Context: an optimization exercise on an open-source flow, tuned for small area, a short achievable clock period and few clock cycles. The choices shown serve that exercise and are no tape-out recipe. No functional check of the RTL was part of any run shown here. In every run shown here, the design's own scripts or RTL, not TritonCTS, make the clock network. The clock port is modelled as an ideal driver, which makes a skipped or thinned clock tree look cheaper than it is; a real chip needs a root buffer or a tree. Power and IR drop assume default switching activity.

==> flow/design.v <==
module fifo_axi #(
    parameter DATA_WIDTH = 32,   
    parameter ADDR_WIDTH = 4     
)(
    input  wire                  clk,
    input  wire                  rst_n,
    input  wire [DATA_WIDTH-1:0] din,       
    input  wire                  hold_nx,   
    input  wire                  push,      
    output reg                   full,
    output wire [DATA_WIDTH-1:0] dout_lo,   
    output wire [DATA_WIDTH-1:0] dout_hi,   
    input  wire                  pop,       
    output reg                   empty
);
  localparam DEPTH = (1 << ADDR_WIDTH);
  reg [DATA_WIDTH-1:0] fifo_mem [0:DEPTH-1];
  reg [DEPTH-1:0] tail;    
  reg [DEPTH-1:0] head;    
  reg one_left;            
  reg one_free;            
  reg stage;               
  wire do_push = push && !full;
  wire do_pop  = pop && !empty;
  wire [DEPTH-1:0] tail_nxt  = {tail[DEPTH-2:0], tail[DEPTH-1]};
  wire [DEPTH-1:0] head_nxt  = {head[DEPTH-2:0], head[DEPTH-1]};
  wire [DEPTH-1:0] head_nxt2 = {head[DEPTH-3:0], head[DEPTH-1:DEPTH-2]};
  wire [DEPTH-1:0] tail_nxt2 = {tail[DEPTH-3:0], tail[DEPTH-1:DEPTH-2]};
  wire two_left = |(head_nxt2 & tail);
  wire two_free = |(tail_nxt2 & head);
  wire [DEPTH-1:0] head_push = empty ? tail : head;
  wire [DEPTH-1:0] head_pop  = one_left ? {DEPTH{1'b0}} : head_nxt;
  wire [DEPTH-1:0] head_d = !rst_n  ? {DEPTH{1'b0}}
                          : do_push ? head_push
                          : do_pop  ? head_pop
                          : head;
  wire [DEPTH-1:0] head_b;
  fifo_sel_reg #(.W(DEPTH)) u_head_b (.clk(clk), .d(head_d), .q(head_b));
  localparam HW = DATA_WIDTH / 2;
  wire [DATA_WIDTH-1:0] pair_n [0:DEPTH/2-1];
  genvar g;
  generate
    for (g = 0; g < DEPTH/2; g = g + 1) begin : g_pair
      fifo_aoi22 #(.W(HW)) u_aoi_l (
          .a(fifo_mem[2*g][HW-1:0]), .sa(head[2*g]),
          .b(fifo_mem[2*g+1][HW-1:0]), .sb(head[2*g+1]),
          .y(pair_n[g][HW-1:0]));
      fifo_aoi22 #(.W(DATA_WIDTH-HW)) u_aoi_h (
          .a(fifo_mem[2*g][DATA_WIDTH-1:HW]), .sa(head_b[2*g]),
          .b(fifo_mem[2*g+1][DATA_WIDTH-1:HW]), .sb(head_b[2*g+1]),
          .y(pair_n[g][DATA_WIDTH-1:HW]));
    end
  endgenerate
  fifo_nand4 #(.W(DATA_WIDTH)) u_lo (
      .a(pair_n[0]), .b(pair_n[1]), .c(pair_n[2]), .d(pair_n[3]), .y(dout_lo));
  fifo_nand4 #(.W(DATA_WIDTH)) u_hi (
      .a(pair_n[4]), .b(pair_n[5]), .c(pair_n[6]), .d(pair_n[7]), .y(dout_hi));
  generate
    for (g = 0; g < DEPTH; g = g + 1) begin : g_row
      always @(posedge clk) begin
        if (tail[g] && stage)
          fifo_mem[g] <= din;
      end
    end
  endgenerate
  wire full_nx  = rst_n && (do_push ? one_free : (!do_pop && full));
  wire empty_nx = !rst_n || (do_push ? 1'b0 : (do_pop ? one_left : empty));
  always @(posedge clk) begin
    full  <= full_nx;
    empty <= empty_nx;
    stage <= !full_nx && !hold_nx;
    head  <= head_d;
  end
  always @(posedge clk) begin
    if (!rst_n) begin
      tail     <= {{(DEPTH-1){1'b0}}, 1'b1};
      one_left <= 1'b0;
      one_free <= 1'b0;
    end else if (do_push) begin
      tail     <= tail_nxt;
      one_left <= empty;
      one_free <= two_free;
    end else if (do_pop) begin
      one_free <= full;
      one_left <= two_left;
    end
  end
endmodule
module fifo_aoi22 #(
    parameter W = 32
)(
    input  wire [W-1:0] a,
    input  wire         sa,
    input  wire [W-1:0] b,
    input  wire         sb,
    output wire [W-1:0] y
);
  assign y = ~((a & {W{sa}}) | (b & {W{sb}}));
endmodule
module fifo_nand4 #(
    parameter W = 32
)(
    input  wire [W-1:0] a,
    input  wire [W-1:0] b,
    input  wire [W-1:0] c,
    input  wire [W-1:0] d,
    output wire [W-1:0] y
);
  assign y = ~(a & b & c & d);
endmodule
module fifo_sel_reg #(
    parameter W = 16
)(
    input  wire         clk,
    input  wire [W-1:0] d,
    output reg  [W-1:0] q
);
  always @(posedge clk) q <= d;
endmodule
module axi_pcie_fifo_accel #(
    parameter DATA_WIDTH  = 32,
    parameter ADDR_WIDTH  = 4,
    parameter ADDR_LSB    = 2       
)(
    input  wire         s_axi_aclk,
    input  wire         s_axi_aresetn,
    input  wire [31:0]  s_axi_awaddr,
    input  wire         s_axi_awvalid,
    output wire         s_axi_awready,
    input  wire [31:0]  s_axi_wdata,
    input  wire [3:0]   s_axi_wstrb,
    input  wire         s_axi_wvalid,
    output wire         s_axi_wready,
    output wire [1:0]   s_axi_bresp,
    output wire         s_axi_bvalid,
    input  wire         s_axi_bready,
    input  wire [31:0]  s_axi_araddr,
    input  wire         s_axi_arvalid,
    output wire         s_axi_arready,
    output wire [31:0]  s_axi_rdata,
    output wire [1:0]   s_axi_rresp,
    output wire         s_axi_rvalid,
    input  wire         s_axi_rready
);
  assign s_axi_bresp = 2'b00;
  assign s_axi_rresp = 2'b00;
  wire fifo_full;
  wire fifo_empty;
  wire [DATA_WIDTH-1:0] fifo_dout_lo;
  wire [DATA_WIDTH-1:0] fifo_dout_hi;
  reg awready;      
  reg wready;
  reg bvalid;
  reg aw_pend;      
  reg aw_push;      
  reg w_pend;       
  reg b_two;        
  wire aw_hs   = s_axi_awvalid && awready;
  wire w_hs    = s_axi_wvalid && wready;
  wire aw_have = aw_hs || aw_pend;
  wire w_have  = w_hs || w_pend;
  wire wr_done = aw_have && w_have;
  wire aw_is0  = (s_axi_awaddr[ADDR_LSB+1:ADDR_LSB] == 2'b00);
  reg p_aw_ws;      
  reg p_aw_w;       
  reg p_w;          
  wire push    = (s_axi_awvalid && aw_is0 && (p_aw_ws || (s_axi_wvalid && p_aw_w)))
              || (s_axi_wvalid && p_w);
  wire b_hs    = bvalid && s_axi_bready;
  wire aw_pend_n = aw_have && !w_have;
  wire w_pend_n  = w_have && !aw_have;
  wire b_one_n   = wr_done || (bvalid && !b_hs) || b_two;
  wire b_two_n   = wr_done ? (bvalid && !b_hs) || b_two : (b_two && !b_hs);
  wire awready_n = !aw_pend_n && !b_two_n;
  wire wready_n  = !w_pend_n && !b_two_n;
  always @(posedge s_axi_aclk) begin
    if (!s_axi_aresetn) begin
      aw_pend <= 1'b0;
      w_pend  <= 1'b0;
      b_two   <= 1'b0;
      bvalid  <= 1'b0;
      awready <= 1'b1;
      wready  <= 1'b1;
    end else begin
      aw_pend <= aw_pend_n;
      w_pend  <= w_pend_n;
      bvalid  <= b_one_n;
      b_two   <= b_two_n;
      awready <= awready_n;
      wready  <= wready_n;
    end
  end
  wire aw_push_n = aw_hs ? aw_is0 : aw_push;
  always @(posedge s_axi_aclk) begin
    aw_push <= aw_push_n;
  end
  always @(posedge s_axi_aclk) begin
    if (!s_axi_aresetn) begin
      p_aw_ws <= 1'b0;
      p_aw_w  <= 1'b1;
      p_w     <= 1'b0;
    end else begin
      p_aw_ws <= awready_n && w_pend_n;
      p_aw_w  <= awready_n && wready_n;
      p_w     <= aw_pend_n && aw_push_n && wready_n;
    end
  end
  axi_reg1 #(.INIT(1'b1)) u_awready (.clk(s_axi_aclk), .rst_n(s_axi_aresetn), .d(awready_n), .q(s_axi_awready));
  axi_reg1 #(.INIT(1'b1)) u_wready  (.clk(s_axi_aclk), .rst_n(s_axi_aresetn), .d(wready_n),  .q(s_axi_wready));
  axi_reg1 #(.INIT(1'b0)) u_bvalid  (.clk(s_axi_aclk), .rst_n(s_axi_aresetn), .d(b_one_n),   .q(s_axi_bvalid));
  reg rvalid;      
  reg skid_v;      
  reg skid_pop;    
  reg skid_stat;   
  wire ar_hs   = s_axi_arvalid && !skid_v;
  wire ar_pop  = (s_axi_araddr[ADDR_LSB+1:ADDR_LSB] == 2'b01);
  wire ar_stat = (s_axi_araddr[ADDR_LSB+1:ADDR_LSB] == 2'b10);
  wire r_free  = !rvalid || s_axi_rready;
  wire t_pop   = skid_v ? skid_pop : ar_pop;
  wire t_stat  = skid_v ? skid_stat : ar_stat;
  reg q_skid;       
  reg q_ar;         
  wire fifo_pop = r_free && (q_skid || (q_ar && s_axi_arvalid && ar_pop));
  wire skid_v_n = skid_v ? !r_free : (ar_hs && !r_free);
  wire rvalid_n = !r_free || skid_v || s_axi_arvalid;
  always @(posedge s_axi_aclk) begin
    if (!s_axi_aresetn) begin
      rvalid <= 1'b0;
      skid_v <= 1'b0;
    end else begin
      rvalid <= rvalid_n;
      skid_v <= skid_v_n;
    end
  end
  wire skid_pop_n = ar_hs ? ar_pop : skid_pop;
  always @(posedge s_axi_aclk) begin
    if (ar_hs) skid_stat <= ar_stat;
    skid_pop <= skid_pop_n;
  end
  always @(posedge s_axi_aclk) begin
    if (!s_axi_aresetn) begin
      q_skid <= 1'b0;
      q_ar   <= 1'b0;
    end else begin
      q_skid <= skid_v_n && skid_pop_n;
      q_ar   <= !skid_v_n;
    end
  end
  axi_reg1 #(.INIT(1'b1)) u_arready (.clk(s_axi_aclk), .rst_n(s_axi_aresetn), .d(!skid_v_n), .q(s_axi_arready));
  axi_reg1 #(.INIT(1'b0)) u_rvalid  (.clk(s_axi_aclk), .rst_n(s_axi_aresetn), .d(rvalid_n),  .q(s_axi_rvalid));
  wire hold   = !r_free;
  wire s_pop  = r_free && t_pop;
  wire s_dead = r_free && t_pop && fifo_empty;
  wire s_stat = r_free && t_stat;
  wire [31:0] x_val = ({32{s_dead}} & 32'hDEAD_DEAD)
                    | {30'd0, s_stat && fifo_full, s_stat && fifo_empty};
  wire [31:0] n_lo, n_hi;
  wire [31:0] n_qx = ~(({32{hold}} & s_axi_rdata) | x_val);
  wire [31:0] rdata_d;
  axi_nand2s u_nlo (.a(fifo_dout_lo), .s(s_pop), .y(n_lo));
  axi_nand2s u_nhi (.a(fifo_dout_hi), .s(s_pop), .y(n_hi));
  axi_nand3  u_d   (.a(n_lo), .b(n_hi), .c(n_qx), .y(rdata_d));
  axi_rdata_reg u_rdata (.clk(s_axi_aclk), .d(rdata_d), .q(s_axi_rdata));
  fifo_axi #(
      .DATA_WIDTH(DATA_WIDTH),
      .ADDR_WIDTH(ADDR_WIDTH)
  ) fifo_inst (
      .clk(s_axi_aclk),
      .rst_n(s_axi_aresetn),
      .din(s_axi_wdata),
      .hold_nx(w_pend_n && s_axi_aresetn),
      .push(push),
      .full(fifo_full),
      .dout_lo(fifo_dout_lo),
      .dout_hi(fifo_dout_hi),
      .pop(fifo_pop),
      .empty(fifo_empty)
  );
endmodule
module axi_rdata_reg (
    input  wire        clk,
    input  wire [31:0] d,
    output reg  [31:0] q
);
  always @(posedge clk) q <= d;
endmodule
module axi_reg1 #(
    parameter INIT = 1'b0
)(
    input  wire clk,
    input  wire rst_n,
    input  wire d,
    output reg  q
);
  always @(posedge clk) q <= rst_n ? d : INIT;
endmodule
module axi_nand2s (
    input  wire [31:0] a,
    input  wire        s,
    output wire [31:0] y
);
  assign y = ~(a & {32{s}});
endmodule
module axi_nand3 (
    input  wire [31:0] a,
    input  wire [31:0] b,
    input  wire [31:0] c,
    output wire [31:0] y
);
  assign y = ~(a & b & c);
endmodule
module accelerator_mod #(
   parameter DATA_W = 32,
   parameter ADDR_W = 4
)(
   input  wire            pcie_clk,           
   input  wire            pcie_rstn,
   input  wire [31:0]     pcie_axi_awaddr,
   input  wire            pcie_axi_awvalid,
   output wire            pcie_axi_awready,
   input  wire [31:0]     pcie_axi_wdata,
   input  wire [3:0]      pcie_axi_wstrb,
   input  wire            pcie_axi_wvalid,
   output wire            pcie_axi_wready,
   output wire [1:0]      pcie_axi_bresp,
   output wire            pcie_axi_bvalid,
   input  wire            pcie_axi_bready,
   input  wire [31:0]     pcie_axi_araddr,
   input  wire            pcie_axi_arvalid,
   output wire            pcie_axi_arready,
   output wire [31:0]     pcie_axi_rdata,
   output wire [1:0]      pcie_axi_rresp,
   output wire            pcie_axi_rvalid,
   input  wire            pcie_axi_rready
);
   axi_pcie_fifo_accel #(
      .DATA_WIDTH (DATA_W),
      .ADDR_WIDTH (ADDR_W)
   ) u_fifo_accel (
      .s_axi_aclk   (pcie_clk),
      .s_axi_aresetn(pcie_rstn),
      .s_axi_awaddr (pcie_axi_awaddr),
      .s_axi_awvalid(pcie_axi_awvalid),
      .s_axi_awready(pcie_axi_awready),
      .s_axi_wdata  (pcie_axi_wdata),
      .s_axi_wstrb  (pcie_axi_wstrb),
      .s_axi_wvalid (pcie_axi_wvalid),
      .s_axi_wready (pcie_axi_wready),
      .s_axi_bresp  (pcie_axi_bresp),
      .s_axi_bvalid (pcie_axi_bvalid),
      .s_axi_bready (pcie_axi_bready),
      .s_axi_araddr (pcie_axi_araddr),
      .s_axi_arvalid(pcie_axi_arvalid),
      .s_axi_arready(pcie_axi_arready),
      .s_axi_rdata  (pcie_axi_rdata),
      .s_axi_rresp  (pcie_axi_rresp),
      .s_axi_rvalid (pcie_axi_rvalid),
      .s_axi_rready (pcie_axi_rready)
   );
endmodule
==> flow/flow/run.sh <==
#!/bin/bash
# Standard layout, with plain buffers on the ports and a two-level clock tree
# (flow/mycts.tcl) in place of TritonCTS.
set -o pipefail
here=$(pwd)
echo 'export BUFFER_PORTS_ARGS = -buffer_cell sky130_fd_sc_hd__buf_2' >> config.mk
echo "export PRE_CTS_TCL = $here/flow/pre_cts.tcl" >> config.mk
bash standard.sh > standard.log 2>&1
==> flow/flow/mycts.tcl <==
# Two-level clock tree: one root buffer fed by the clock port, driving one
# leaf buffer per cluster of flip-flops (clusters by k-means on position).
proc mycts_build {} {
  set block [ord::get_db_block]
  set db [ord::get_db]
  set clk_port [$block findBTerm pcie_clk]
  set clk_net [$clk_port getNet]
  set master [$db findMaster sky130_fd_sc_hd__clkbuf_16]
  set sinks {}
  foreach it [$clk_net getITerms] { lappend sinks $it }
  set n [llength $sinks]
  set csize [expr {[info exists ::env(MYCTS_CLUSTER)] ? $::env(MYCTS_CLUSTER) : 28}]
  set k [expr {int(ceil(double($n) / $csize))}]
  # positions
  set xs {}; set ys {}
  foreach it $sinks {
    set inst [$it getInst]
    set bb [$inst getBBox]
    lappend xs [expr {([$bb xMin] + [$bb xMax]) / 2.0}]
    lappend ys [expr {([$bb yMin] + [$bb yMax]) / 2.0}]
  }
  # init centers: grid over bounding box
  set xmin [tcl::mathfunc::min {*}$xs]; set xmax [tcl::mathfunc::max {*}$xs]
  set ymin [tcl::mathfunc::min {*}$ys]; set ymax [tcl::mathfunc::max {*}$ys]
  set g [expr {int(ceil(sqrt($k)))}]
  set cx {}; set cy {}
  for {set i 0} {$i < $k} {incr i} {
    set gx [expr {$i % $g}]; set gy [expr {$i / $g}]
    lappend cx [expr {$xmin + ($gx + 0.5) * ($xmax - $xmin) / $g}]
    lappend cy [expr {$ymin + ($gy + 0.5) * ($ymax - $ymin) / $g}]
  }
  # balanced k-means: capacity-limited greedy assignment
  set cap [expr {int(ceil(double($n) / $k)) + 2}]
  for {set iter 0} {$iter < 25} {incr iter} {
    set pairs {}
    for {set s 0} {$s < $n} {incr s} {
      set x [lindex $xs $s]; set y [lindex $ys $s]
      for {set c 0} {$c < $k} {incr c} {
        set d [expr {abs($x - [lindex $cx $c]) + abs($y - [lindex $cy $c])}]
        lappend pairs [list $d $s $c]
      }
    }
    set pairs [lsort -real -index 0 $pairs]
    set asg [lrepeat $n -1]
    set cnt [lrepeat $k 0]
    set left $n
    foreach p $pairs {
      lassign $p d s c
      if {[lindex $asg $s] >= 0} continue
      if {[lindex $cnt $c] >= $cap} continue
      lset asg $s $c
      lset cnt $c [expr {[lindex $cnt $c] + 1}]
      incr left -1
      if {$left == 0} break
    }
    set sx [lrepeat $k 0.0]; set sy [lrepeat $k 0.0]
    for {set s 0} {$s < $n} {incr s} {
      set c [lindex $asg $s]
      lset sx $c [expr {[lindex $sx $c] + [lindex $xs $s]}]
      lset sy $c [expr {[lindex $sy $c] + [lindex $ys $s]}]
    }
    for {set c 0} {$c < $k} {incr c} {
      if {[lindex $cnt $c] > 0} {
        lset cx $c [expr {[lindex $sx $c] / [lindex $cnt $c]}]
        lset cy $c [expr {[lindex $sy $c] / [lindex $cnt $c]}]
      }
    }
  }
  set nr [expr {[info exists ::env(MYCTS_ROOTS)] ? $::env(MYCTS_ROOTS) : 4}]
  set mx [expr {[tcl::mathop::+ {*}$cx] / $k}]
  set my [expr {[tcl::mathop::+ {*}$cy] / $k}]
  set rgrp {}
  for {set c 0} {$c < $k} {incr c} {
    if {$nr == 1} { lappend rgrp 0; continue }
    set q [expr {([lindex $cx $c] >= $mx ? 1 : 0) + ([lindex $cy $c] >= $my ? 2 : 0)}]
    if {$nr == 2} { set q [expr {$q & 1}] }
    lappend rgrp $q
  }
  set rnets {}
  for {set r 0} {$r < 4} {incr r} {
    set members {}
    for {set c 0} {$c < $k} {incr c} { if {[lindex $rgrp $c] == $r} { lappend members $c } }
    if {[llength $members] == 0} { lappend rnets {}; continue }
    set rx 0.0; set ry 0.0
    foreach c $members { set rx [expr {$rx + [lindex $cx $c]}]; set ry [expr {$ry + [lindex $cy $c]}] }
    set rx [expr {int($rx / [llength $members])}]; set ry [expr {int($ry / [llength $members])}]
    set root [odb::dbInst_create $block $master clkroot_$r]
    $root setLocation $rx $ry
    $root setPlacementStatus PLACED
    set rnet [odb::dbNet_create $block clknet_root_$r]
    $rnet setSigType CLOCK
    [$root findITerm A] connect $clk_net
    [$root findITerm X] connect $rnet
    lappend rnets $rnet
  }
  for {set c 0} {$c < $k} {incr c} {
    set b [odb::dbInst_create $block $master clkleaf_$c]
    $b setLocation [expr {int([lindex $cx $c])}] [expr {int([lindex $cy $c])}]
    $b setPlacementStatus PLACED
    set lnet [odb::dbNet_create $block clknet_leaf_$c]
    $lnet setSigType CLOCK
    [$b findITerm A] connect [lindex $rnets [lindex $rgrp $c]]
    [$b findITerm X] connect $lnet
    lappend leafnets $lnet
  }
  for {set s 0} {$s < $n} {incr s} {
    set it [lindex $sinks $s]
    $it disconnect
    $it connect [lindex $leafnets [lindex $asg $s]]
  }
  puts "mycts: $n sinks, $k leaf buffers, cluster cap $cap"
}
==> flow/flow/pre_cts.tcl <==
# Replaces TritonCTS with the two-level tree of mycts.tcl.
source [file join [file dirname [info script]] mycts.tcl]
proc clock_tree_synthesis {args} { mycts_build }
==> flow/standard.sh <==
#!/bin/bash
# synth_recipe.tcl (not shown) runs the flow's synth.tcl, then flattens the netlist and writes it again
# the make line also repeats each setting of config.mk as NAME=value (left out here)
make -C /OpenROAD-flow-scripts/flow DESIGN_CONFIG=/design/flow/config.mk WORK_HOME=/design/flow/orfs CLKGATE_MAP_FILE= SYNTH_SCRIPT=/design/flow/synth_recipe.tcl "${@:-finish}"
==> flow/config.mk <==
export PLATFORM = sky130hd
export DESIGN_NAME = accelerator_mod
export DESIGN_NICKNAME = accelerator_mod
export VERILOG_FILES = /design/flow/design.v
export SDC_FILE = /design/flow/constraint.sdc
export NUM_CORES = 4
export LEC_CHECK = 0
export CAP_MARGIN = 20
export CORE_MARGIN = 2
export CORE_UTILIZATION = 60
export PLACE_DENSITY = 0.7
export SETUP_SLACK_MARGIN = 1.25
export SLEW_MARGIN = 20
export SYNTH_HIERARCHICAL = 1
export BUFFER_PORTS_ARGS = -buffer_cell sky130_fd_sc_hd__buf_2
export PRE_CTS_TCL = /design/flow/flow/pre_cts.tcl
==> flow/constraint.sdc <==
create_clock -name core_clock -period 2.8 [get_ports {pcie_clk}]
set_input_delay 0.5600 -clock core_clock [delete_from_list [all_inputs] [get_ports {pcie_clk}]]
set_output_delay 0.5600 -clock core_clock [all_outputs]
set_load 0.01 [all_outputs]
==> results.py, run 1 <==
metrics = {
    "status": {
        "outcome": "finished clean",
    },
    "critical_path": {
        "worst-r2r-cell-count": 7,
        "path_cells": "buf_8 > or3b_4 > a21oi_4 > buf_12 > buf_12 > buf_16 > nand2_1 > nand3_1",
        "crit_path_start_kind": "input pin",
        "r2r_slack_ps": 1200,
        "crit_start": "pcie_axi_araddr[3]",
        "crit_path_end_kind": "register",
        "cp_slowest_cell": "or3b_4",
        "crit_arrival_ps": 1900,
        "timing.rr.start": "u_fifo_accel.skid_v",
        "crit_type": "in2reg",
        "cp_max_fo": 6,
        "critical_path.endpoint": "u_fifo_accel.u_rdata.q[23]",
        "required_ps": 3090,
        "crit_top_cell": "buf_12",
        "slowest_delay_ps": 410,
        "r2r-end": "u_fifo_accel.u_rdata.q[23]",
    },
    "clock_tree": {
        "hold_buffers": 0,
        "clock_latency_ps": 400,
        "clk_pin_slew_ps": 110,
    },
    "timing": {
        "fin_ws_ps": 1200,
        "hold_violations": 0,
        "fin_skew_ps": 87.8,
        "slew_headroom": 0.627,
        "tns_ps": 0,
        "min_period_ps": 1600,
        "clock.fmax_ghz": 0.624,
        "rsz0062_at_grt": "yes",
        "tightest_slew_ps": 559,
        "period_share": 0.572,
        "slew_viol_final": 0,
        "setup_violations": 0,
    },
    "placement": {
        "port_buffers": 79,
        "placed_cells": 1972,
        "gp_congestion": 0.866,
        "place_worst_setup_slack_ps": 685,
        "place_hpwl_um": 31400,
    },
    "layout": {
        "final_common_cell": "edfxtp_1",
        "finalNetCount": 1637,
        "layout_common_cells": "edfxtp_1 (513), a22oi_2 (145), a22oi_1 (103)",
        "area_growth_pct": 10.9,
        "fin_cells": 2053,
        "final_util": 0.670,
        "drive_gt1_frac": 0.336,
        "antennaDiodeCount": 0,
    },
    "synth": {
        "synth_top_area_cell": "edfxtp_1",
        "ys_seq_elements": 618,
        "synth-xor-area-share": 0,
        "synth.area.mux_share": 0.000892,
        "synthArstFlopShare": 0,
        "avgSynthCellArea_um2": 17.1,
        "synth_compound_area_frac": 0.154,
        "synth-edff-count": 513,
        "syn_area_um2": 23800,
        "synthFlopType": "edfxtp_1",
        "synth_simple_gate_area_frac": 0.0656,
        "ys_seq_area_frac": 0.734,
        "synth_cell_types": 56,
        "synth_top_area_frac": 0.646,
        "synth_fa_ha_area_frac": 0,
        "synth_top_family_by_area": "compound AO/OA/AOI/OAI gates",
        "synthTopCellsByArea": "edfxtp_1 (65%), dfxtp_1 (8.8%), a22oi_2 (7.6%), a22oi_1 (3.3%), buf_6 (2.7%)",
        "yosysWarnings": 14,
        "synthCells": 1397,
    },
    "global_route": {
        "grt_max_degree": 35,
        "antenna_found_initial": 0,
        "grt_usage": 0.255,
        "globalRouteOverflowTotal": 0,
        "grt_pass1_wl_um": 79400,
        "grt_pass1_vias": 13000,
    },
    "detailed_routing": {
        "dr_total_vias": 13300,
        "drtAntennaViolNets": 0,
        "drtIter0Drc": 1415,
        "detail_route.first_pass.iterations": 8,
        "wl_per_cell_um": 26.7,
        "drc": 0,
        "drt_wl_total_um": 54800,
        "viasPerCell": 6.48,
    },
    "power": {
        "p_comb_frac": 0.088,
        "total_power_w": 0.0160,
        "clkPwrFrac": 0.266,
        "peakVddDrop_uv": 419,
        "power_density_nw_per_um2": 604,
        "p_int_w": 0.0124,
        "pwr-share-seq": 0.646,
        "switchingPower_w": 0.00353,
        "switching_share": 0.221,
        "leakage_nw": 8.90,
    },
    "floorplanning": {
        "pin_count": 148,
        "start_util": 0.604,
        "die_y_um": 203,
        "die_w_um": 203,
        "dieArea_um2": 41400,
        "row_count": 73,
        "coreArea_um2": 39500,
    },
    "flow_run": {
        "maxCapViolations": 0,
    },
    "min_path": {
        "hold_class": "reg2reg",
    },
}
modules after synthesis, one instance, submodules excluded, a selection:
module	cells inside	cell area [µm²]	times used	flops+latches
axi_rdata_reg	32	641	1	32
axi_nand3	32	160	1	0
axi_nand2s	35	154	2	0
area by class of cell:
type / instances / area (µm²)
Buffer: 27 / 676
Fill cell: 2627 / 13000
Inverter: 2 / 7.51
Multi-Input combinational cell: 694 / 5840
Sequential cell: 618 / 17500
Tap cell: 525 / 657
Timing Repair Buffer: 187 / 1720
Yosys cell counts (17+ instances only):
| cell type | n |
|---|---|
| edfxtp_1 | 513 |
| a22oi_2 | 144 |
| nand2_1 | 117 |
| dfxtp_1 | 105 |
| a22oi_1 | 104 |
| nand4_1 | 65 |
| buf_6 | 58 |
| a21oi_1 | 40 |
| nand3_1 | 36 |
| nor2_1 | 24 |
| and2_1 | 21 |
| nand2b_1 | 19 |
| a21boi_0 | 17 |
metal layers:
metal / track usage / wire length [µm] / vias up
li1: - / - / 5781
met2: 0.429 / 26800 / 590
met3: 0.0193 / 3940 / 106
met4: 0.0756 / 1640 / 0
met5: 0 / 0 / -
met1: 0.361 / 22500 / 6817
cell families (layout without fill, tap and decap cells):
family                 after synthesis  after routing
multiplexers                         2              2
buffers and inverters               96            216
AO/OA/AOI/OAI                      371            372
AND/OR/NAND/NOR                    309            316
flip-flops                         618            618
other                                1              4
registers in the layout, summed over array words and instances (netlist names), 16 cells and up:
register                           cells
u_fifo_accel.fifo_inst.fifo_mem      512
u_fifo_accel.u_rdata.q                32
u_fifo_accel.fifo_inst.tail           16
u_fifo_accel.fifo_inst.head           16
u_fifo_accel.fifo_inst.u_head_b.q     16
critical path: cells and delay by family:
kind,cells,cell delay (ps)
simple gates,3,550
compound gates,1,190
buf+inv,4,580
per-stage QoR:
stage               hold slack [ps]  cell area (µm²)
detailed placement              460            24600
global placement                453            24600
floorplan                       441            24000
global route                    506            26400
finish                          477            26400
CTS                             457            25900
repair_timing:
item | CTS | global route
gates cloned | 9 | 6
buffers inserted | 20 | 19
pin swaps | 17 | 20
endpoints found under the setup margin | 457 | 93
resized for setup | 83 | 83
how the worst min path moves through the flow:
| stage | end | startpoint | slack [ps] | depth (start not counted) |
|---|---|---|---|---|
| after floorplan | u_fifo_accel.skid_pop | u_fifo_accel.skid_pop | 440 | 2 |
| after global placement | u_fifo_accel.u_rdata.q[13] | u_fifo_accel.u_rdata.q[13] | 450 | 2 |
| after detailed placement | u_fifo_accel.u_rdata.q[28] | u_fifo_accel.u_rdata.q[28] | 460 | 2 |
| after CTS | u_fifo_accel.u_rdata.q[28] | u_fifo_accel.u_rdata.q[28] | 460 | 2 |
| after global routing | u_fifo_accel.u_rdata.q[13] | u_fifo_accel.u_rdata.q[13] | 510 | 2 |
| final | u_fifo_accel.u_rdata.q[28] | u_fifo_accel.u_rdata.q[28] | 480 | 2 |
power by group through the flow:
stage	Combinational [W]	Clock (W)	Sequential (W)
4_1_cts	0.00131	0.00327	0.0105
5_1_grt	0.00149	0.00459	0.0103
6_report	0.00140	0.00426	0.0103
3_5_place_dp	0.00119	0	0.0105
3_3_place_gp	0.00117	0	0.0105
2_1_floorplan	0.000832	0	0.0105
==> run 2: changes to the inputs <==
--- a/flow/design.v
+++ b/flow/design.v
@@ -6,5 +6,5 @@
     input  wire                  rst_n,
     input  wire [DATA_WIDTH-1:0] din,       
-    input  wire                  hold_nx,   
+    input  wire                  hold,      
     input  wire                  push,      
     output reg                   full,
@@ -20,5 +20,4 @@
   reg one_left;            
   reg one_free;            
-  reg stage;               
   wire do_push = push && !full;
   wire do_pop  = pop && !empty;
@@ -31,23 +30,12 @@
   wire [DEPTH-1:0] head_push = empty ? tail : head;
   wire [DEPTH-1:0] head_pop  = one_left ? {DEPTH{1'b0}} : head_nxt;
-  wire [DEPTH-1:0] head_d = !rst_n  ? {DEPTH{1'b0}}
-                          : do_push ? head_push
-                          : do_pop  ? head_pop
-                          : head;
-  wire [DEPTH-1:0] head_b;
-  fifo_sel_reg #(.W(DEPTH)) u_head_b (.clk(clk), .d(head_d), .q(head_b));
-  localparam HW = DATA_WIDTH / 2;
   wire [DATA_WIDTH-1:0] pair_n [0:DEPTH/2-1];
   genvar g;
   generate
     for (g = 0; g < DEPTH/2; g = g + 1) begin : g_pair
-      fifo_aoi22 #(.W(HW)) u_aoi_l (
-          .a(fifo_mem[2*g][HW-1:0]), .sa(head[2*g]),
-          .b(fifo_mem[2*g+1][HW-1:0]), .sb(head[2*g+1]),
-          .y(pair_n[g][HW-1:0]));
-      fifo_aoi22 #(.W(DATA_WIDTH-HW)) u_aoi_h (
-          .a(fifo_mem[2*g][DATA_WIDTH-1:HW]), .sa(head_b[2*g]),
-          .b(fifo_mem[2*g+1][DATA_WIDTH-1:HW]), .sb(head_b[2*g+1]),
-          .y(pair_n[g][DATA_WIDTH-1:HW]));
+      fifo_aoi22 #(.W(DATA_WIDTH)) u_aoi (
+          .a(fifo_mem[2*g]), .sa(head[2*g]),
+          .b(fifo_mem[2*g+1]), .sb(head[2*g+1]),
+          .y(pair_n[g]));
     end
   endgenerate
@@ -59,5 +47,5 @@
     for (g = 0; g < DEPTH; g = g + 1) begin : g_row
       always @(posedge clk) begin
-        if (tail[g] && stage)
+        if (tail[g] && !hold && !full)
           fifo_mem[g] <= din;
       end
@@ -69,17 +57,18 @@
     full  <= full_nx;
     empty <= empty_nx;
-    stage <= !full_nx && !hold_nx;
-    head  <= head_d;
   end
   always @(posedge clk) begin
     if (!rst_n) begin
       tail     <= {{(DEPTH-1){1'b0}}, 1'b1};
+      head     <= {DEPTH{1'b0}};
       one_left <= 1'b0;
       one_free <= 1'b0;
     end else if (do_push) begin
       tail     <= tail_nxt;
+      head     <= head_push;
       one_left <= empty;
       one_free <= two_free;
     end else if (do_pop) begin
+      head     <= head_pop;
       one_free <= full;
       one_left <= two_left;
@@ -109,13 +98,4 @@
   assign y = ~(a & b & c & d);
 endmodule
-module fifo_sel_reg #(
-    parameter W = 16
-)(
-    input  wire         clk,
-    input  wire [W-1:0] d,
-    output reg  [W-1:0] q
-);
-  always @(posedge clk) q <= d;
-endmodule
 module axi_pcie_fifo_accel #(
     parameter DATA_WIDTH  = 32,
@@ -269,5 +249,5 @@
       .rst_n(s_axi_aresetn),
       .din(s_axi_wdata),
-      .hold_nx(w_pend_n && s_axi_aresetn),
+      .hold(w_pend),
       .push(push),
       .full(fifo_full),
--- a/flow/config.mk
+++ b/flow/config.mk
@@ -10,5 +10,5 @@
 export CORE_UTILIZATION = 60
 export PLACE_DENSITY = 0.7
-export SETUP_SLACK_MARGIN = 1.25
+export SETUP_SLACK_MARGIN = 1.1
 export SLEW_MARGIN = 20
 export SYNTH_HIERARCHICAL = 1
==> run 2 against run 1 <==
  * Still clean
  * Clock power decreased by 4%
  * Power down 3.2%
  * Critical path depth is 5 lower
  * Area after synthesis is 8.2% lower
  * Global-route usage increased by 3.9 points
  * Core utilization grew 2.3 points
  * Largest power group unchanged
==> results.py, run 2 <==
metrics = {
    "status": {
        "outcome": "finished clean",
    },
    "timing": {
        "setup_violations": 0,
        "fin_skew_ps": 25.9,
        "hold_violations": 0,
        "rsz0062_at_grt": "yes",
        "tns_ps": 0,
        "tightest_slew_ps": 757,
        "slew_headroom": 0.495,
        "period_share": 0.615,
        "clock.fmax_ghz": 0.581,
        "slew_viol_final": 0,
        "min_period_ps": 1720,
    },
    "detailed_routing": {
        "viasPerCell": 6.85,
        "drt_wl_total_um": 57300,
        "dr_total_vias": 13200,
        "drc": 0,
        "drtIter0Drc": 1741,
        "detail_route.first_pass.iterations": 7,
        "wl_per_cell_um": 29.7,
        "drtAntennaViolNets": 0,
    },
    "global_route": {
        "grt_pass1_wl_um": 81900,
        "grt_usage": 0.294,
        "grt_max_degree": 36,
        "grt_pass1_vias": 12700,
        "antenna_found_initial": 3,
        "globalRouteOverflowTotal": 0,
    },
    "critical_path": {
        "crit_path_start_kind": "register",
        "crit_path_end_kind": "register",
        "worst-r2r-cell-count": 3,
        "required_ps": 2810,
        "crit_arrival_ps": 1730,
        "cp_max_fo": 16,
        "crit_type": "reg2reg",
    },
    "synth": {
        "yosysMostFrequentCell": "edfxtp_1",
        "ys_seq_area_frac": 0.784,
        "synthArstFlopShare": 0,
        "avgSynthCellArea_um2": 16.2,
        "synthCells": 1348,
        "yosysWarnings": 13,
        "synth-edff-count": 513,
        "ys_seq_elements": 601,
        "synth_top_area_cell": "edfxtp_1",
        "synth_simple_gate_area_frac": 0.0662,
        "synth.area.mux_share": 0.00143,
        "synthFlopType": "edfxtp_1",
        "synth_commonest_cells": "edfxtp_1 (513), a22oi_1 (268), nand2_1 (135)",
        "syn_area_um2": 21900,
        "synth_compound_area_frac": 0.120,
        "synth_top_family_by_area": "compound AO/OA/AOI/OAI gates",
        "synth_top_area_frac": 0.704,
        "synthTopCellsByArea": "edfxtp_1 (70%), a22oi_1 (9.2%), dfxtp_1 (8.0%), nand2_1 (2.3%), nand4_1 (1.9%)",
        "synth_cell_types": 50,
        "synth-xor-area-share": 0,
        "synth_fa_ha_area_frac": 0,
    },
    "layout": {
        "largest_reg_flops": 512,
        "final_common_cell": "edfxtp_1",
        "fin_cells": 1930,
        "area_growth_pct": 13.1,
        "stdcell_area_um2": 24800,
        "layout_common_cells": "edfxtp_1 (513), a22oi_1 (268), nand2_1 (94)",
        "regMostFlops": "u_fifo_accel.fifo_inst.fifo_mem",
        "fill_cells": 2292,
        "finalNetCount": 1577,
        "reg_top3": "u_fifo_accel.fifo_inst.fifo_mem: 512 flops, u_fifo_accel.u_rdata.q: 32 flops",
        "drive_gt1_frac": 0.228,
    },
    "min_path": {
        "hold_class": "in2reg",
        "whs_path_depth": 2,
    },
    "placement": {
        "place_hpwl_um": 28100,
        "place_area_um2": 22800,
        "gp_congestion": 0.839,
        "placed_cells": 1852,
        "port_buffers": 79,
    },
    "clock_tree": {
        "hold_buffers": 0,
        "clock_latency_ps": 360,
        "clk_pin_slew_ps": 110,
    },
    "floorplanning": {
        "dieArea_um2": 38000,
        "die_y_um": 195,
        "coreArea_um2": 35700,
        "row_count": 69,
        "pin_count": 148,
        "die_w_um": 195,
        "start_util": 0.612,
    },
    "power": {
        "power_density_nw_per_um2": 625,
        "peakVddDrop_uv": 559,
        "leakage_nw": 8.25,
    },
    "flow_run": {
        "maxCapViolations": 0,
    },
}
==> run 2: final timing paths <==
check,from,end,slack (ps)
hold / removal,pcie_axi_araddr[2],u_fifo_accel.skid_stat,470
setup reg to reg,u_fifo_accel.fifo_inst.full,u_fifo_accel.fifo_inst.fifo_mem[7][9],1080
setup / recovery,u_fifo_accel.fifo_inst.full,u_fifo_accel.fifo_inst.fifo_mem[7][9],1080
hold reg to reg,u_fifo_accel.u_rdata.q[17],u_fifo_accel.u_rdata.q[17],470
==> run 2: kinds of logic after synthesis <==
logic type             count (synthesis)
flip-flops                           601
AO/OA/AOI/OAI                        372
other                                  1
buffers and inverters                 79
AND/OR/NAND/NOR                      292
multiplexers                           3
==> run 2: per-stage QoR <==
step	hold slack (ps)	total power, W	utilization	setup slack, ps
after global routing	476	0.0159	0.693	1080
after floorplan	441	0.0109	-	1020
after detailed placement	455	0.0114	0.639	603
after CTS	454	0.0147	0.685	861
final	466	0.0155	0.693	1080
after global placement	451	0.0113	0.639	637
==> run 2: repair_timing <==
action	in CTS	in global routing
setup endpoints to repair	484	322
cloned	19	1
buffers inserted	16	15
pin swaps	36	3
endpoints found under the hold margin	0	0
gates resized for setup	139	18
==> run 2: layer usage <==
metal | vias up | track usage | wire length [µm]
met5 | - | 0 | 26
met4 | 4 | 0.102 | 2160
li1 | 5621 | - | -
met2 | 771 | 0.469 | 26700
met3 | 163 | 0.0541 | 6210
met1 | 6655 | 0.414 | 22100
==> run 2: area by class of cell <==
class                   count  area, µm²  area share
multi-input cells         682       4760       0.192
diodes                      1       2.50    0.000101
plain buffers              26        651      0.0263
inverters                   3       11.3    0.000455
flip-flops and latches    601      17200       0.695
repair buffers            156       1560      0.0631
well taps                 461        577      0.0233
==> run 2: critical path, cell delays in order, from the launching register on <==
cell and delay (ps):
dfxtp_2 400, nor2_4 200, clkbuf_4 320, and2_4 440
==> run 2: report_power, final <==
| group | switching (W) | internal [W] | leakage (nW) |
|---|---|---|---|
| sequential | 0.000235 | 0.00988 | 5.39 |
| clock | 0.00238 | 0.00169 | 0.320 |
| combinational | 0.000785 | 0.000499 | 2.54 |
==> run 2: Yosys stat by module (local to each module, per instance), a selection <==
module	cells	copies in the design
axi_rdata_reg	32	1
axi_nand3	32	1
axi_nand2s	35	2
==> run 3: changes to the inputs <==
--- a/flow/design.v
+++ b/flow/design.v
@@ -6,5 +6,5 @@
     input  wire                  rst_n,
     input  wire [DATA_WIDTH-1:0] din,       
-    input  wire                  hold,      
+    input  wire                  hold_nx,   
     input  wire                  push,      
     output reg                   full,
@@ -20,4 +20,5 @@
   reg one_left;            
   reg one_free;            
+  reg stage;               
   wire do_push = push && !full;
   wire do_pop  = pop && !empty;
@@ -30,12 +31,23 @@
   wire [DEPTH-1:0] head_push = empty ? tail : head;
   wire [DEPTH-1:0] head_pop  = one_left ? {DEPTH{1'b0}} : head_nxt;
+  wire [DEPTH-1:0] head_d = !rst_n  ? {DEPTH{1'b0}}
+                          : do_push ? head_push
+                          : do_pop  ? head_pop
+                          : head;
+  wire [DEPTH-1:0] head_b;
+  fifo_sel_reg #(.W(DEPTH)) u_head_b (.clk(clk), .d(head_d), .q(head_b));
+  localparam HW = DATA_WIDTH / 2;
   wire [DATA_WIDTH-1:0] pair_n [0:DEPTH/2-1];
   genvar g;
   generate
     for (g = 0; g < DEPTH/2; g = g + 1) begin : g_pair
-      fifo_aoi22 #(.W(DATA_WIDTH)) u_aoi (
-          .a(fifo_mem[2*g]), .sa(head[2*g]),
-          .b(fifo_mem[2*g+1]), .sb(head[2*g+1]),
-          .y(pair_n[g]));
+      fifo_aoi22 #(.W(HW)) u_aoi_l (
+          .a(fifo_mem[2*g][HW-1:0]), .sa(head[2*g]),
+          .b(fifo_mem[2*g+1][HW-1:0]), .sb(head[2*g+1]),
+          .y(pair_n[g][HW-1:0]));
+      fifo_aoi22 #(.W(DATA_WIDTH-HW)) u_aoi_h (
+          .a(fifo_mem[2*g][DATA_WIDTH-1:HW]), .sa(head_b[2*g]),
+          .b(fifo_mem[2*g+1][DATA_WIDTH-1:HW]), .sb(head_b[2*g+1]),
+          .y(pair_n[g][DATA_WIDTH-1:HW]));
     end
   endgenerate
@@ -47,5 +59,5 @@
     for (g = 0; g < DEPTH; g = g + 1) begin : g_row
       always @(posedge clk) begin
-        if (tail[g] && !hold && !full)
+        if (tail[g] && stage)
           fifo_mem[g] <= din;
       end
@@ -57,18 +69,17 @@
     full  <= full_nx;
     empty <= empty_nx;
+    stage <= !full_nx && !hold_nx;
+    head  <= head_d;
   end
   always @(posedge clk) begin
     if (!rst_n) begin
       tail     <= {{(DEPTH-1){1'b0}}, 1'b1};
-      head     <= {DEPTH{1'b0}};
       one_left <= 1'b0;
       one_free <= 1'b0;
     end else if (do_push) begin
       tail     <= tail_nxt;
-      head     <= head_push;
       one_left <= empty;
       one_free <= two_free;
     end else if (do_pop) begin
-      head     <= head_pop;
       one_free <= full;
       one_left <= two_left;
@@ -98,4 +109,13 @@
   assign y = ~(a & b & c & d);
 endmodule
+module fifo_sel_reg #(
+    parameter W = 16
+)(
+    input  wire         clk,
+    input  wire [W-1:0] d,
+    output reg  [W-1:0] q
+);
+  always @(posedge clk) q <= d;
+endmodule
 module axi_pcie_fifo_accel #(
     parameter DATA_WIDTH  = 32,
@@ -201,4 +221,5 @@
   reg q_skid;       
   reg q_ar;         
+  reg q_skid_n;     
   wire fifo_pop = r_free && (q_skid || (q_ar && s_axi_arvalid && ar_pop));
   wire skid_v_n = skid_v ? !r_free : (ar_hs && !r_free);
@@ -220,16 +241,25 @@
   always @(posedge s_axi_aclk) begin
     if (!s_axi_aresetn) begin
-      q_skid <= 1'b0;
-      q_ar   <= 1'b0;
+      q_skid   <= 1'b0;
+      q_skid_n <= 1'b1;
+      q_ar     <= 1'b1;
     end else begin
-      q_skid <= skid_v_n && skid_pop_n;
-      q_ar   <= !skid_v_n;
+      q_skid   <= skid_v_n && skid_pop_n;
+      q_skid_n <= !(skid_v_n && skid_pop_n);
+      q_ar     <= !skid_v_n;
     end
   end
   axi_reg1 #(.INIT(1'b1)) u_arready (.clk(s_axi_aclk), .rst_n(s_axi_aresetn), .d(!skid_v_n), .q(s_axi_arready));
   axi_reg1 #(.INIT(1'b0)) u_rvalid  (.clk(s_axi_aclk), .rst_n(s_axi_aresetn), .d(rvalid_n),  .q(s_axi_rvalid));
-  wire hold   = !r_free;
-  wire s_pop  = r_free && t_pop;
-  wire s_dead = r_free && t_pop && fifo_empty;
+  wire rready_n, hold, a3_n, ar_npop, t_pop_n, s_pop;
+  axi_g_inv   u_g0 (.a(s_axi_rready), .y(rready_n));
+  axi_g_and2  u_g1 (.a(rvalid), .b(rready_n), .y(hold));
+  axi_g_inv   u_g2 (.a(s_axi_araddr[ADDR_LSB+1]), .y(a3_n));
+  axi_g_nand3 u_g3 (.a(q_ar), .b(s_axi_araddr[ADDR_LSB]), .c(a3_n), .y(ar_npop));
+  axi_g_and2  u_g4 (.a(q_skid_n), .b(ar_npop), .y(t_pop_n));
+  axi_g_nor2  u_g5 (.a(hold), .b(t_pop_n), .y(s_pop));
+  wire not_empty, s_dead;
+  axi_g_inv   u_g6 (.a(fifo_empty), .y(not_empty));
+  axi_g_nor3  u_g7 (.a(hold), .b(t_pop_n), .c(not_empty), .y(s_dead));
   wire s_stat = r_free && t_stat;
   wire [31:0] x_val = ({32{s_dead}} & 32'hDEAD_DEAD)
@@ -249,5 +279,5 @@
       .rst_n(s_axi_aresetn),
       .din(s_axi_wdata),
-      .hold(w_pend),
+      .hold_nx(w_pend_n && s_axi_aresetn),
       .push(push),
       .full(fifo_full),
@@ -290,4 +320,19 @@
   assign y = ~(a & b & c);
 endmodule
+module axi_g_inv (input wire a, output wire y);
+  assign y = ~a;
+endmodule
+module axi_g_and2 (input wire a, input wire b, output wire y);
+  assign y = a & b;
+endmodule
+module axi_g_nor2 (input wire a, input wire b, output wire y);
+  assign y = ~(a | b);
+endmodule
+module axi_g_nand3 (input wire a, input wire b, input wire c, output wire y);
+  assign y = ~(a & b & c);
+endmodule
+module axi_g_nor3 (input wire a, input wire b, input wire c, output wire y);
+  assign y = ~(a | b | c);
+endmodule
 module accelerator_mod #(
    parameter DATA_W = 32,
--- a/flow/config.mk
+++ b/flow/config.mk
@@ -10,5 +10,5 @@
 export CORE_UTILIZATION = 60
 export PLACE_DENSITY = 0.7
-export SETUP_SLACK_MARGIN = 1.1
+export SETUP_SLACK_MARGIN = 1.25
 export SLEW_MARGIN = 20
 export SYNTH_HIERARCHICAL = 1
==> run 3 against run 2 <==
  * Still clean
  * Hold slack gained 15 ps
  * First-iteration DRC count is 25% lower
  * Flip-flop and latch count is 18 higher
  * Final cell count increased by 7.0%
  * Sequential power hardly changed
  * Power is 4.3% higher
  * Sequential share of layout area fell by 4.1 points
  * Global-route usage shrank 2.6 points
  * Via count is 0.89% higher
  * Die area grew 8.9%
==> results.py, run 3 <==
metrics = {
    "status": {
        "outcome": "finished clean",
    },
    "placement": {
        "place_worst_setup_slack_ps": 705,
        "port_buffers": 79,
        "place_hpwl_um": 31000,
        "gp_congestion": 0.817,
    },
    "critical_path": {
        "worst-r2r-cell-count": 5,
        "path_cells": "buf_4 > a222oi_1 > nand3_1 > a2111oi_4 > nor3_1",
        "required_ps": 3030,
        "cp_max_fo": 20,
        "crit_start": "u_fifo_accel.fifo_inst.head[11]",
        "critical_path.endpoint": "u_fifo_accel.fifo_inst.one_left",
        "cp_slowest_cell": "a2111oi_4",
        "r2r_slack_ps": 1170,
        "crit_path_start_kind": "register",
        "slowest_delay_ps": 370,
        "timing.rr.start": "u_fifo_accel.fifo_inst.head[11]",
        "crit_arrival_ps": 1860,
        "r2r-end": "u_fifo_accel.fifo_inst.one_left",
        "crit_path_end_kind": "register",
        "crit_type": "reg2reg",
    },
    "timing": {
        "min_period_ps": 1630,
        "period_share": 0.582,
        "tightest_slew_ps": 585,
        "clock.fmax_ghz": 0.614,
        "slew_viol_final": 0,
        "hold_violations": 0,
        "tns_ps": 0,
        "rsz0062_at_grt": "yes",
        "fin_skew_ps": 50.4,
        "fin_ws_ps": 1170,
        "setup_violations": 0,
        "slew_headroom": 0.610,
        "hold_ws_ps": 481,
    },
    "synth": {
        "synth_commonest_cells": "edfxtp_1 (513), a22oi_2 (144), nand2_1 (114)",
        "synthFlopType": "edfxtp_1",
        "synthArstFlopShare": 0,
        "synthTopCellsByArea": "edfxtp_1 (65%), dfxtp_1 (8.9%), a22oi_2 (7.5%), a22oi_1 (3.2%), buf_6 (2.6%)",
        "synth_top_area_frac": 0.645,
        "synth_top_area_cell": "edfxtp_1",
        "ys_seq_area_frac": 0.734,
        "ys_seq_elements": 619,
        "synth_cell_types": 59,
        "synth-edff-count": 513,
        "synthCells": 1399,
        "avgSynthCellArea_um2": 17.1,
        "yosysMostFrequentCell": "edfxtp_1",
        "yosysWarnings": 14,
        "syn_area_um2": 23900,
    },
    "layout": {
        "fill_cells": 2532,
        "finalNetCount": 1649,
        "final-seq-area_um2": 17500,
        "multiInputGateArea_um2": 5920,
        "antennaDiodeCount": 0,
        "drive_gt1_frac": 0.346,
        "layout_common_cells": "edfxtp_1 (513), a22oi_2 (144), a22oi_1 (103)",
        "area_growth_pct": 12.4,
        "final_util": 0.679,
        "regMostFlops": "u_fifo_accel.fifo_inst.fifo_mem",
        "final_common_cell": "edfxtp_1",
        "largest_reg_flops": 512,
        "reg_top3": "u_fifo_accel.fifo_inst.fifo_mem: 512 flops, u_fifo_accel.u_rdata.q: 32 flops",
    },
    "detailed_routing": {
        "wl_met2_um": 26900,
        "wl_met1_um": 23200,
        "dr_total_vias": 13300,
        "route.met3.wl_um": 4360,
        "drc": 0,
        "drtIter0Drc": 1306,
        "wl_per_cell_um": 27.2,
        "routed.top_layer": "met4",
        "drt_wl_total_um": 56200,
        "drtAntennaViolNets": 0,
        "detail_route.first_pass.iterations": 6,
        "viasPerCell": 6.46,
    },
    "floorplanning": {
        "pin_count": 148,
        "row_count": 73,
        "start_util": 0.604,
        "coreArea_um2": 39500,
        "dieArea_um2": 41400,
        "die_w_um": 203,
        "die_y_um": 203,
    },
    "global_route": {
        "grt_max_degree": 37,
        "grt_pass1_vias": 13200,
        "antenna_found_initial": 0,
        "globalRouteOverflowTotal": 0,
        "grt_usage": 0.268,
        "grt_pass1_wl_um": 82300,
    },
    "power": {
        "leakage_nw": 9.31,
        "pwr-share-seq": 0.640,
        "peakVddDrop_uv": 384,
        "power_density_nw_per_um2": 601,
        "p_comb_frac": 0.098,
        "clkPwrFrac": 0.262,
        "total_power_w": 0.0161,
        "switchingPower_w": 0.00359,
        "p_int_w": 0.0125,
        "switching_share": 0.223,
    },
    "clock_tree": {
        "clk_pin_slew_ps": 90,
        "clock_latency_ps": 380,
        "hold_buffers": 0,
    },
    "flow_run": {
        "maxCapViolations": 0,
    },
    "min_path": {
        "hold_class": "reg2reg",
    },
}
[run 3: cell types whose count changed in the layout (fill, tap and decap cells not counted), moves of 15 or more]
cell | previous run | this run
a31oi_1 | 18 | 0
a22oi_4 | 0 | 16
and2_4 | 28 | 13
a21oi_2 | 35 | 16
a22oi_1 | 268 | 103
buf_4 | 30 | 65
a22oi_2 | 0 | 144
nand2_1 | 94 | 75
dfxtp_1 | 70 | 94
[run 3: area by class of cell]
cell class,instances,area share
buffer,27,0.0252
sequential,619,0.653
timing repair buffer,201,0.0756
tap,525,0.0245
inverter,6,0.000839
multi-input combinational,687,0.220
[run 3: Yosys stat by module (local to each module, per instance), a selection]
| module | flip-flops and latches | cell area (µm²) | cells |
|---|---|---|---|
| axi_g_nand3 | 0 | 5.00 | 1 |
| axi_g_nor2 | 0 | 3.75 | 1 |
| axi_nand3 | 0 | 160 | 32 |
| axi_g_nor3 | 0 | 10.0 | 1 |
| axi_nand2s | 0 | 154 | 35 |
| axi_g_inv | 0 | 3.75 | 1 |
| axi_rdata_reg | 32 | 641 | 32 |
| axi_g_and2 | 0 | 6.26 | 1 |
[run 3: power by group through the flow]
stage / clock [W] / sequential [W] / combinational, W
detailed placement: 0 / 0.0105 / 0.00123
global placement: 0 / 0.0105 / 0.00121
finish: 0.00423 / 0.0103 / 0.00158
global route: 0.00457 / 0.0103 / 0.00168
CTS: 0.00327 / 0.0105 / 0.00154
floorplan: 0 / 0.0105 / 0.000853
[run 3: how the worst min path moves through the flow]
stage | start | endpoint | cells after the start
after detailed placement | u_fifo_accel.u_rdata.q[20] | u_fifo_accel.u_rdata.q[20] | 2
after global placement | u_fifo_accel.aw_push | u_fifo_accel.aw_push | 1
after CTS | u_fifo_accel.aw_push | u_fifo_accel.aw_push | 1
final | u_fifo_accel.aw_push | u_fifo_accel.aw_push | 1
after floorplan | u_fifo_accel.skid_pop | u_fifo_accel.skid_pop | 2
after global routing | u_fifo_accel.aw_push | u_fifo_accel.aw_push | 1
[run 3: per-stage QoR]
| stage | cell area [µm²] | std cells |
|---|---|---|
| final | 26800 | 2065 |
| after floorplan | 24000 | 1402 |
| after global routing | 26800 | 2065 |
| after global placement | 24500 | 1967 |
| after detailed placement | 24500 | 1967 |
| after CTS | 26700 | 2055 |
[run 3: critical path: cells and delay by family, from the launching register on]
family          cells  cell delay [ps]
compound gates      2              680
buf+inv             1              250
simple gates        2              270
flops               1              310
[run 3: repair_timing]
| action | in CTS | in global routing |
|---|---|---|
| gates resized for setup | 176 | 36 |
| endpoints found under the setup margin | 556 | 97 |
| pin swaps | 40 | 9 |
| gates cloned | 14 | 1 |
| hold endpoints to repair | 0 | 0 |
| setup buffers | 47 | 9 |
[run 3: cell families (layout without fill, tap and decap cells)]
logic type / Yosys count / after routing / share of synthesized area
flops: 619 / 619 / 0.734
compound gates: 372 / 373 / 0.154
simple gates: 305 / 308 / 0.0650
buf+inv: 100 / 234 / 0.0455
mux: 2 / 2 / 0.000891
other cells: 1 / 4 / 0.000157
[run 3: per-layer routing]
layer / global-route usage / up-vias
met3: 0.0345 / 103
met4: 0.0725 / 0
met5: 0 / -
li1: - / 5811
met2: 0.440 / 579
met1: 0.383 / 6838
==> run 4: changes to the inputs <==
--- a/flow/config.mk
+++ b/flow/config.mk
@@ -10,5 +10,5 @@
 export CORE_UTILIZATION = 60
 export PLACE_DENSITY = 0.7
-export SETUP_SLACK_MARGIN = 1.25
+export SETUP_SLACK_MARGIN = 1.1
 export SLEW_MARGIN = 20
 export SYNTH_HIERARCHICAL = 1
==> run 4 against run 3 <==
  * Clock skew rose by 27 ps
  * Setup slack got worse by 21 ps
  * First-iteration DRC count rose by 29%
  * Largest cell class unchanged
  * Still clean
  * Via count fell by 0.68%
  * Register-to-register slack got worse by 20 ps
  * Die area did not move
==> results.py, run 4 <==
metrics = {
    "layout": {
        "fin_cells": 2028,
        "finalNetCount": 1611,
        "stdcell_area_um2": 25900,
        "area_growth_pct": 8.66,
        "layout_common_cells": "edfxtp_1 (513), a22oi_2 (144), nand2_1 (113)",
        "reg_top3": "u_fifo_accel.fifo_inst.fifo_mem: 512 flops, u_fifo_accel.u_rdata.q: 32 flops",
        "final-seq-area_um2": 17500,
        "multiInputGateArea_um2": 5490,
        "regMostFlops": "u_fifo_accel.fifo_inst.fifo_mem",
        "final_util": 0.656,
        "drive_gt1_frac": 0.274,
        "fill_cells": 2691,
        "largest_reg_flops": 512,
        "final_common_cell": "edfxtp_1",
    },
    "global_route": {
        "grt_pass1_vias": 13300,
        "grt_pass1_wl_um": 83600,
        "globalRouteOverflowTotal": 0,
        "grt_max_degree": 39,
        "grt_usage": 0.271,
        "antenna_found_initial": 1,
    },
    "critical_path": {
        "cp_max_fo": 17,
        "path_buf_inv": 1,
        "cpLargestDelayFamily": "simple AND/OR/NAND/NOR gates",
        "crit_type": "reg2reg",
        "path_cells": "and2_2 > buf_12",
        "slowest_delay_ps": 630,
        "crit_arrival_ps": 1720,
        "required_ps": 2870,
        "crit_path_end_kind": "register",
        "crit_path_start_kind": "register",
        "cp_slowest_cell": "and2_2",
        "r2r_slack_ps": 1150,
        "r2r-end": "u_fifo_accel.fifo_inst.fifo_mem[8][18]",
        "worst-r2r-cell-count": 2,
        "timing.rr.start": "u_fifo_accel.fifo_inst.stage",
    },
    "floorplanning": {
        "dieArea_um2": 41400,
        "row_count": 73,
        "start_util": 0.604,
        "pin_count": 148,
        "coreArea_um2": 39500,
        "die_y_um": 203,
        "die_w_um": 203,
    },
    "detailed_routing": {
        "drtIter0Drc": 1681,
        "viasPerCell": 6.53,
        "detail_route.first_pass.iterations": 6,
        "dr_total_vias": 13200,
        "wl_per_cell_um": 27.7,
        "drc": 0,
        "drtAntennaViolNets": 0,
        "drt_wl_total_um": 56100,
    },
    "clock_tree": {
        "clock_latency_ps": 380,
        "clk_pin_slew_ps": 90,
    },
    "synth": {
        "yosysWarnings": 14,
        "synth_commonest_cells": "edfxtp_1 (513), a22oi_2 (144), nand2_1 (114)",
        "synth_top_area_cell": "edfxtp_1",
        "yosysMostFrequentCell": "edfxtp_1",
        "synth-edff-count": 513,
        "synth_top_area_frac": 0.645,
        "synthTopCellsByArea": "edfxtp_1 (65%), dfxtp_1 (8.9%), a22oi_2 (7.5%), a22oi_1 (3.2%), buf_6 (2.6%)",
        "synthArstFlopShare": 0,
        "ys_seq_elements": 619,
        "ys_seq_area_frac": 0.734,
        "synthFlopType": "edfxtp_1",
        "synthCells": 1399,
        "synth_cell_types": 59,
        "syn_area_um2": 23900,
        "avgSynthCellArea_um2": 17.1,
    },
    "placement": {
        "place_area_um2": 24500,
        "placed_cells": 1968,
        "gp_congestion": 0.826,
        "port_buffers": 79,
        "place_hpwl_um": 31700,
    },
    "min_path": {
        "whs_path_depth": 1,
        "worstHoldEndpoint": "u_fifo_accel.aw_push",
        "hold_class": "reg2reg",
        "hold_start": "u_fifo_accel.aw_push",
    },
    "power": {
        "peakVddDrop_uv": 372,
        "total_power_w": 0.0159,
        "leakage_nw": 8.60,
        "power_density_nw_per_um2": 615,
    },
    "timing": {
        "clock.fmax_ghz": 0.606,
        "period_share": 0.589,
        "slew_headroom": 0.482,
        "slew_viol_final": 0,
        "setup_violations": 0,
        "min_period_ps": 1650,
        "rsz0062_at_grt": "no",
        "tightest_slew_ps": 776,
        "tns_ps": 0,
        "hold_violations": 0,
        "fin_skew_ps": 77.6,
    },
    "flow_run": {
        "maxCapViolations": 0,
    },
    "status": {
        "outcome": "finished clean",
    },
}
-- run 4: worst max-delay path by stage --
stage	startpoint	to	slack [ps]	cells after the start
global route	u_fifo_accel.fifo_inst.stage	u_fifo_accel.fifo_inst.fifo_mem[8][17]	1110	2
CTS	pcie_axi_araddr[2]	u_fifo_accel.fifo_inst.u_head_b.q[11]	920	9
detailed placement	pcie_axi_awaddr[3]	u_fifo_accel.fifo_inst.head[14]	620	8
floorplan	pcie_axi_araddr[2]	u_fifo_accel.fifo_inst.head[10]	1110	8
finish	u_fifo_accel.fifo_inst.stage	u_fifo_accel.fifo_inst.fifo_mem[8][18]	1150	2
global placement	pcie_axi_awaddr[3]	u_fifo_accel.fifo_inst.head[14]	640	8
-- run 4: per-layer routing --
| metal | part of all wire | track usage | wire [µm] |
|---|---|---|---|
| met5 | 0 | 0 | 0 |
| met4 | 0.035 | 0.0839 | 1950 |
| met3 | 0.092 | 0.0502 | 5150 |
| met2 | 0.47 | 0.428 | 26400 |
| met1 | 0.40 | 0.388 | 22600 |
-- run 4: through the flow --
stage / hold slack (ps) / setup WS, ps
2_1_floorplan: 437 / 1110
3_3_place_gp: 449 / 640
3_5_place_dp: 459 / 618
4_1_cts: 459 / 919
5_1_grt: 506 / 1110
6_report: 476 / 1150
-- run 4: where the power goes --
part           switching, W  total [W]  internal, W
Sequential         0.000181     0.0103       0.0102
Combinational      0.000833    0.00139     0.000557
Clock               0.00247    0.00422      0.00175
-- run 4: layout make-up --
class                           count  area share
Buffer                             27      0.0260
Antenna cell                        1   0.0000965
Multi-Input combinational cell    687       0.212
Tap cell                          525      0.0253
Inverter                            6    0.000868
Timing Repair Buffer              163      0.0604
Sequential cell                   619       0.676
-- run 4: per-module statistics from Yosys (local to each module, per instance), excerpt --
module         times used  cells inside  flip-flops and latches  area [µm²]
axi_nand3               1            32                       0         160
axi_g_inv               3             1                       0        3.75
axi_g_nor3              1             1                       0        10.0
axi_rdata_reg           1            32                      32         641
axi_g_nor2              1             1                       0        3.75
axi_g_and2              2             1                       0        6.26
axi_nand2s              2            35                       0         154
axi_g_nand3             1             1                       0        5.00
-- run 4: cell families (layout without fill, tap and decap cells) --
kind of cell | count (synthesis) | in the layout | share of synthesized area
compound gates | 372 | 372 | 0.154
flops | 619 | 619 | 0.734
simple gates | 305 | 309 | 0.0650
buf+inv | 100 | 196 | 0.0455
other cells | 1 | 5 | 0.000157
mux | 2 | 2 | 0.000891
-- run 4: repair_timing --
item                       4_1_cts  5_1_grt
cloned                          14        0
setup endpoints to repair      390       18
pin swaps                       20        0
setup buffers                   18        0
gates resized for setup         66        5
hold buffers                     0        0
-- run 4: worst register-to-register path: cells and delay by family (launching register included) --
family / cells / cell delay (ps)
AND/OR/NAND/NOR: 1 / 630
flip-flops: 1 / 510
buffers and inverters: 1 / 260

-- what the ideal ports hide --
Ports are ideal in the flow. The routed layouts listed here were re-timed in OpenROAD. Step 1 assumes that a clkbuf_16 drives the clock port and a buf_2 every other input. Step 2 times the ports against the registers' clock, not the clock port: input delays grow and output delays shrink by t, the midpoint of the rising clock arrivals with the driver on. Slacks: ideal / step 1 / step 2; pairs: ideal / step 1.
run	shift t [ns]	setup WS [ns]	worst setup path at the end
run 1	0.471	1.198 / 1.161 / 0.802	input to register
run 2	0.469	1.078 / 1.078 / 0.777	input to register
run 3	0.463	1.171 / 1.171 / 0.825	input to register
run 4	0.466	1.150 / 1.140 / 0.864	input to register
After both steps setup and hold are still met in every run listed. For run 1, which loses most, drivers alone change the setup slack by -0.037 ns; drivers and shift together by -0.396 ns.
